This is an optimization exercise on Yosys and OpenROAD, whose aim is small area, not a production implementation.
At most, simulation tests tie the RTL to the original design; equivalence was not proved.

==> job 8299 <==
==> flow/design.v <==
module configure (
	input             ctrl_s_axi_aclk,
	input             ctrl_s_axi_aresetn,
	input      [31:0] ctrl_s_axi_awaddr,
	input             ctrl_s_axi_awvalid,
	output            ctrl_s_axi_awready,
	input      [31:0] ctrl_s_axi_wdata,
	input      [3:0]  ctrl_s_axi_wstrb,
	input             ctrl_s_axi_wvalid,
	output            ctrl_s_axi_wready,
	output     [1:0]  ctrl_s_axi_bresp,
	output            ctrl_s_axi_bvalid,
	input             ctrl_s_axi_bready,
	input      [31:0] ctrl_s_axi_araddr,
	input             ctrl_s_axi_arvalid,
	output            ctrl_s_axi_arready,
	output     [31:0] ctrl_s_axi_rdata,
	output     [1:0]  ctrl_s_axi_rresp,
	output            ctrl_s_axi_rvalid,
	input             ctrl_s_axi_rready,
	input      [31:0] udt_state,
	input             state_valid,
	output            state_ready,
	output            Req_Connect,
	input             Res_Connect,
	output            Req_Close,
	input             Res_Close,
	input             Peer_Req_Close,
	output reg        Peer_Res_Close,
	output reg        user_valid,
	input             user_ready,
	output reg [31:0] Snd_Buffer_Size,
	output reg [31:0] Rev_Buffer_Size,
	output reg [31:0] FlightFlagSize,
	output reg [31:0] MSSize,
	output reg [31:0] INIT_SEQ
);
localparam [31:0] DEF_SND = 32'd8192, DEF_REV = 32'd8192,
                  DEF_FLT = 32'd256000, DEF_MSS = 32'd8000;
localparam [2:0] S_MSS = 3'd0, S_SND = 3'd1, S_REV = 3'd2, S_FLT = 3'd3,
                 S_SEQ = 3'd4, S_CON = 3'd5, S_CLS = 3'd6, S_UNK = 3'd7;
localparam [3:0] W_RST = 4'd0, W_INIT = 4'd1, W_IDLE = 4'd3, W_UPD = 4'd2, W_SEL = 4'd6, W_WR = 4'd7, W_CHK = 4'd5, W_OK = 4'd4, W_ERR = 4'd12, W_CORE = 4'd8;
localparam [2:0] R_RST = 3'd0, R_IDLE = 3'd1, R_ADDR = 3'd2, R_WAIT = 3'd3,
                 R_VAL = 3'd4, R_DEC = 3'd5;
reg [3:0]  ws;
reg [2:0]  sel;
reg [2:0]  rs;
reg [31:0] st;         
reg [31:0] rd_sel;     
function lt32;
	input [31:0] a, b;
	integer i;
	begin
		lt32 = 1'b0;
		for (i = 0; i < 32; i = i + 1)
			lt32 = (~a[i] & b[i]) | (~a[i] & lt32) | (b[i] & lt32);
	end
endfunction
wire [2:0] aw_sel = (|ctrl_s_axi_awaddr[31:3]) ? S_UNK : ctrl_s_axi_awaddr[2:0];
wire [2:0] ar_sel = (|ctrl_s_axi_araddr[31:3]) ? S_UNK : ctrl_s_axi_araddr[2:0];
wire st_ff  = &st;
wire mss_ok = ~lt32(DEF_MSS, MSSize);
wire snd_ok = ~lt32(32'd1048576, Snd_Buffer_Size << 3);
wire rev_ok = ~lt32(32'd1048576, Rev_Buffer_Size << 3);
wire flt_ok = lt32(Rev_Buffer_Size, FlightFlagSize);
wire sel_ok =
	(sel == S_MSS) ? mss_ok :
	(sel == S_SND) ? snd_ok :
	(sel == S_REV) ? rev_ok :
	(sel == S_FLT) ? flt_ok :
	(sel == S_SEQ) ? 1'b1 :
	(sel == S_CON) ? (st == 32'h0 || st == 32'h1000) :
	(sel == S_CLS) ? (st == 32'h10) : 1'b0;
wire wr_go  = (ws == W_SEL) && ctrl_s_axi_wvalid;
wire err_go = (ws == W_CHK) && !sel_ok;
wire [31:0] mwd = ctrl_s_axi_wdata & {{8{ctrl_s_axi_wstrb[3]}}, {8{ctrl_s_axi_wstrb[2]}},
                                      {8{ctrl_s_axi_wstrb[1]}}, {8{ctrl_s_axi_wstrb[0]}}};
always @(posedge ctrl_s_axi_aclk or negedge ctrl_s_axi_aresetn)
	if (!ctrl_s_axi_aresetn)
		ws <= W_RST;
	else
		case (ws)
			W_RST:  ws <= W_INIT;
			W_INIT: ws <= W_IDLE;
			W_IDLE: ws <= ctrl_s_axi_awvalid ? W_SEL : state_valid ? W_UPD : W_IDLE;
			W_UPD:  ws <= W_IDLE;
			W_SEL:  if (ctrl_s_axi_wvalid) ws <= W_WR;
			W_WR:   ws <= W_CHK;
			W_CHK:  ws <= (sel_ok && sel != S_UNK) ? W_OK : W_ERR;
			W_OK:   if (ctrl_s_axi_bready) ws <= (sel == S_CON || sel == S_CLS) ? W_CORE : W_IDLE;
			W_ERR:  if (ctrl_s_axi_bready) ws <= W_IDLE;
			W_CORE: if (sel == S_CON ? Res_Connect : Res_Close) ws <= W_IDLE;
			default: ws <= W_IDLE;
		endcase
always @(posedge ctrl_s_axi_aclk)
	if (ws == W_IDLE)
		sel <= aw_sel;
assign ctrl_s_axi_awready = (ws == W_IDLE) || (ws == W_SEL) ||
	(sel == S_UNK && (ws == W_WR || ws == W_CHK || ws == W_ERR));
assign ctrl_s_axi_wready  = (ws == W_SEL) || (ws == W_WR && sel == S_UNK);
assign ctrl_s_axi_bvalid  = (ws == W_OK) || (ws == W_ERR);
assign ctrl_s_axi_bresp   = {2{ws == W_ERR}};
assign state_ready        = (ws == W_UPD);
assign Req_Connect        = (ws == W_CORE) && (sel == S_CON);
assign Req_Close          = (ws == W_CORE) && (sel == S_CLS);
wire [31:0] pv = mwd | {32{ws == W_CHK}};
wire        pl = wr_go || err_go;
always @(posedge ctrl_s_axi_aclk or negedge ctrl_s_axi_aresetn)
	if (!ctrl_s_axi_aresetn) begin
		MSSize          <= 32'h0;
		Snd_Buffer_Size <= 32'h0;
		Rev_Buffer_Size <= 32'h0;
		FlightFlagSize  <= 32'h0;
		INIT_SEQ        <= 32'h0;
	end else if (ws == W_RST) begin
		MSSize          <= MSSize | DEF_MSS;
		Snd_Buffer_Size <= Snd_Buffer_Size | DEF_SND;
		Rev_Buffer_Size <= Rev_Buffer_Size | DEF_REV;
		FlightFlagSize  <= FlightFlagSize | DEF_FLT;
	end else if (pl) begin
		if (sel == S_MSS) MSSize          <= pv;
		if (sel == S_SND) Snd_Buffer_Size <= pv;
		if (sel == S_REV) Rev_Buffer_Size <= pv;
		if (sel == S_FLT) FlightFlagSize  <= pv;
		if (sel == S_SEQ) INIT_SEQ        <= pv;
	end
wire st_upd = (ws == W_IDLE) && !ctrl_s_axi_awvalid && state_valid && !st_ff;
wire st_err = err_go && (sel == S_CON || sel == S_CLS);
wire st_con = (ws == W_OK) && ctrl_s_axi_bready && (sel == S_CON);
wire st_cls = (ws == W_OK) && ctrl_s_axi_bready && (sel == S_CLS);
wire st_ld  = st_upd || st_err || st_con || st_cls;
always @(posedge ctrl_s_axi_aclk or negedge ctrl_s_axi_aresetn)
	if (!ctrl_s_axi_aresetn)
		st <= 32'h0;
	else
		st <= ({32{st_upd}} & udt_state) | {32{st_err}} |
		      {23'h0, st_cls, 7'h0, st_con} | ({32{!st_ld}} & st);
always @(posedge ctrl_s_axi_aclk or negedge ctrl_s_axi_aresetn)
	if (!ctrl_s_axi_aresetn)
		rs <= R_RST;
	else
		case (rs)
			R_RST, R_IDLE: rs <= ctrl_s_axi_arvalid ? R_ADDR : R_IDLE;
			R_ADDR:        rs <= (ar_sel == S_UNK) ? R_DEC : R_WAIT;
			R_WAIT:        rs <= R_VAL;
			default:       rs <= R_IDLE;
		endcase
always @(posedge ctrl_s_axi_aclk)
	if (rs == R_RST || rs == R_IDLE)
		case (ar_sel)
			S_MSS:   rd_sel <= MSSize;
			S_SND:   rd_sel <= Snd_Buffer_Size;
			S_REV:   rd_sel <= Rev_Buffer_Size;
			S_FLT:   rd_sel <= FlightFlagSize;
			S_SEQ:   rd_sel <= INIT_SEQ;
			S_CON,
			S_CLS:   rd_sel <= st;
			default: rd_sel <= 32'hffff_ffff;
		endcase
assign ctrl_s_axi_arready = (rs == R_IDLE);
assign ctrl_s_axi_rvalid  = (rs == R_VAL) || (rs == R_DEC);
assign ctrl_s_axi_rdata   = ctrl_s_axi_rvalid ? rd_sel : 32'h0;
assign ctrl_s_axi_rresp   = (rs == R_DEC) ? 2'b01 : (rs == R_VAL && &rd_sel) ? 2'b11 : 2'b00;
always @(posedge ctrl_s_axi_aclk or negedge ctrl_s_axi_aresetn)
	if (!ctrl_s_axi_aresetn) begin
		user_valid     <= 1'b0;
		Peer_Res_Close <= 1'b0;
	end else if (Peer_Req_Close || Res_Close) begin
		user_valid     <= 1'b1;
		Peer_Res_Close <= 1'b0;
	end else if (user_ready) begin
		user_valid     <= 1'b0;
		Peer_Res_Close <= 1'b1;
	end
endmodule
==> flow/flow/run.sh <==
#!/bin/bash
# The standard layout with these changes:
#  - after the standard synthesis, the combinational cells are re-mapped for
#    area (flow/reopt.sh); the flip-flops stay exactly as synthesis made them
#  - the port buffers are the smallest buffer cell
#  - clock tree synthesis inserts no dummy loads and uses larger sink clusters
set -euo pipefail
export BUFFER_PORTS_ARGS="-buffer_cell sky130_fd_sc_hd__buf_1"
export CTS_ARGS="-sink_clustering_enable -repair_clock_nets -dont_use_dummy_load -sink_clustering_size 30 -sink_clustering_max_diameter 80"
R=orfs/results/sky130hd/configure/base
bash standard.sh synth > synth.log 2>&1
cp $R/1_2_yosys.v standard_1_2_yosys.v
bash flow/reopt.sh "$PWD/standard_1_2_yosys.v" "$PWD/reopt_1_2_yosys.v" "$PWD/reopt.log"
cp reopt_1_2_yosys.v $R/1_2_yosys.v
rm -f $R/1_synth.odb $R/1_synth.sdc
bash standard.sh > standard.log 2>&1
==> flow/flow/reopt.sh <==
#!/bin/bash
# reopt.sh IN.v OUT.v LOG
# Re-maps the combinational cells of a mapped netlist for area with ABC, keeping
# every flip-flop instance (its name and cell type) exactly as it is.
set -euo pipefail
IN=$1; OUT=$2; LOG=$3
PLAT=$FLOW_HOME/platforms/sky130hd
LIB=$PLAT/lib/sky130_fd_sc_hd__tt_025C_1v80.lib
DU=$(sed -n '/^export DONT_USE_CELLS/,/^$/p' $PLAT/config.mk | grep -o 'sky130_fd_sc_hd__[a-z0-9_]*' | sed 's/^/-dont_use /' | tr '\n' ' ')
FLOPS=$(grep -o 'sky130_fd_sc_hd__[a-z0-9_]*' $IN | sort -u | grep -E '__(df|edf|sdf|sedf|dl)' | tr '\n' ' ')
W=$(dirname $OUT)
cat > $W/reopt_abc.script <<EOS
&get -n
&st
&syn2
&dch -f
&nf -a -R 1000
&syn2
&dch -f
&nf -a -R 1000
&put
EOS
cat > $W/reopt.ys <<EOS
read_liberty -ignore_miss_func $LIB
read_verilog $IN
hierarchy -top configure
setattr -mod -set keep_hierarchy 1 $FLOPS
flatten
select configure
opt_clean -purge
abc -liberty $LIB $DU -script $W/reopt_abc.script
opt_clean -purge
hilomap -singleton -hicell sky130_fd_sc_hd__conb_1 HI -locell sky130_fd_sc_hd__conb_1 LO
splitnets
opt_clean -purge
stat -liberty $LIB
write_verilog -noattr -nohex -nodec -selected $OUT
EOS
yosys -l $LOG $W/reopt.ys > /dev/null
==> flow/standard.sh <==
#!/bin/bash
# synth_recipe.tcl (not shown) runs the flow's synth.tcl, then flattens the netlist and writes it again
# the make line also repeats each setting of config.mk as NAME=value (left out here)
make -C /OpenROAD-flow-scripts/flow DESIGN_CONFIG=/design/flow/config.mk WORK_HOME=/design/flow/orfs CLKGATE_MAP_FILE= SYNTH_SCRIPT=/design/flow/synth_recipe.tcl "${@:-finish}"
==> flow/config.mk <==
export PLATFORM = sky130hd
export DESIGN_NAME = configure
export DESIGN_NICKNAME = configure
export VERILOG_FILES = /design/flow/design.v
export SDC_FILE = /design/flow/constraint.sdc
export NUM_CORES = 4
export LEC_CHECK = 0
export CAP_MARGIN = 20
export CORE_AREA = 2.3 2.72 149.04 146.88
export DIE_AREA = 0 0 151.25 151.25
export PLACE_DENSITY = 0.8
export SLEW_MARGIN = 20
==> flow/constraint.sdc <==
create_clock -name core_clock -period 5.0 [get_ports {ctrl_s_axi_aclk}]
set_input_delay 1.0000 -clock core_clock [delete_from_list [all_inputs] [get_ports {ctrl_s_axi_aclk}]]
set_output_delay 1.0000 -clock core_clock [all_outputs]
set_load 0.01 [all_outputs]
==> job 5827: changes against job 8299 <==
--- a/flow/design.v
+++ b/flow/design.v
@@ -41,3 +41,5 @@
                  S_SEQ = 3'd4, S_CON = 3'd5, S_CLS = 3'd6, S_UNK = 3'd7;
-localparam [3:0] W_RST = 4'd0, W_INIT = 4'd1, W_IDLE = 4'd3, W_UPD = 4'd2, W_SEL = 4'd6, W_WR = 4'd7, W_CHK = 4'd5, W_OK = 4'd4, W_ERR = 4'd12, W_CORE = 4'd8;
+localparam [3:0] W_RST = 4'd0, W_INIT = 4'd1, W_IDLE = 4'd2, W_UPD = 4'd3,
+                 W_SEL = 4'd4, W_WR = 4'd5, W_CHK = 4'd6, W_OK = 4'd7,
+                 W_ERR = 4'd8, W_CORE = 4'd9;
 localparam [2:0] R_RST = 3'd0, R_IDLE = 3'd1, R_ADDR = 3'd2, R_WAIT = 3'd3,
@@ -126,7 +128,2 @@
 	end
-wire st_upd = (ws == W_IDLE) && !ctrl_s_axi_awvalid && state_valid && !st_ff;
-wire st_err = err_go && (sel == S_CON || sel == S_CLS);
-wire st_con = (ws == W_OK) && ctrl_s_axi_bready && (sel == S_CON);
-wire st_cls = (ws == W_OK) && ctrl_s_axi_bready && (sel == S_CLS);
-wire st_ld  = st_upd || st_err || st_con || st_cls;
 always @(posedge ctrl_s_axi_aclk or negedge ctrl_s_axi_aresetn)
@@ -134,5 +131,10 @@
 		st <= 32'h0;
-	else
-		st <= ({32{st_upd}} & udt_state) | {32{st_err}} |
-		      {23'h0, st_cls, 7'h0, st_con} | ({32{!st_ld}} & st);
+	else if (ws == W_IDLE && !ctrl_s_axi_awvalid && state_valid && !st_ff)
+		st <= udt_state;
+	else if (err_go && (sel == S_CON || sel == S_CLS))
+		st <= 32'hffff_ffff;
+	else if (ws == W_OK && ctrl_s_axi_bready && sel == S_CON)
+		st <= 32'h1;
+	else if (ws == W_OK && ctrl_s_axi_bready && sel == S_CLS)
+		st <= 32'h100;
 always @(posedge ctrl_s_axi_aclk or negedge ctrl_s_axi_aresetn)
==> flow/flow/run.sh (replaced) <==
#!/bin/bash
set -euo pipefail
export BUFFER_PORTS_ARGS="-buffer_cell sky130_fd_sc_hd__buf_1"
bash standard.sh > standard.log 2>&1
--- a/flow/config.mk
+++ b/flow/config.mk
@@ -8,5 +8,5 @@
 export CAP_MARGIN = 20
-export CORE_AREA = 2.3 2.72 149.04 146.88
-export DIE_AREA = 0 0 151.25 151.25
-export PLACE_DENSITY = 0.8
+export CORE_MARGIN = 2
+export CORE_UTILIZATION = 40
+export CTS_BUF_LIST = sky130_fd_sc_hd__clkbuf_4
 export SLEW_MARGIN = 20
removed: flow/flow/reopt.sh
==> summary of the runs <==
Between job 5827 and job 8299, the lower synthesized cell count is in job 8299 (gap 4.9%, measured against job 8299).
Against job 8299, the utilization of job 5827 is lower by 12 points.
Against job 5827, the final cell count of job 8299 is smaller by 9.4%.
Of job 8299 and job 5827, job 5827 has the higher die area (gap 25%, measured against job 5827).
Of job 8299 and job 5827, job 5827 has the higher area after synthesis (gap about 8%, measured against job 5827).
In job 5827 the routed wire length is higher than in job 8299, by 10%.
Between job 5827 and job 8299, the lower first-iteration DRC count is in job 5827 (gap 16%, measured against job 8299).
Sequential share of layout area: job 8299 is higher than job 5827 (4.1 points).
The RTL of job 5827 was laid out without a check of its function.

==> separate check: timing with driven ports <==
The results above use ideal ports. As a check the final layouts listed here were re-extracted and re-timed, cells and wires unchanged. Step 1: set_driving_cell puts a clkbuf_16 on ctrl_s_axi_aclk and a buf_2 on each other input, an assumption about the parent block. Step 2 times the ports against the registers' clock, not the clock port: input delays grow and output delays shrink by t, the midpoint of the rising clock arrivals with the driver on. a / b / c = ideal / step 1 / step 2; a / b = the first two.
run	t (ns)	setup slack, ns	worst setup path after step 2	cell pins on the clock port's net
job 8299	0.518	1.330 / 1.330 / 1.063	input to register	1
job 5827	0.693	1.343 / 1.343 / 1.164	input to register	1
After both steps setup and hold are still met in every run listed. The setup slack of job 8299, which loses most, moves by 0.000 ns with the drivers and by -0.267 ns with both steps.
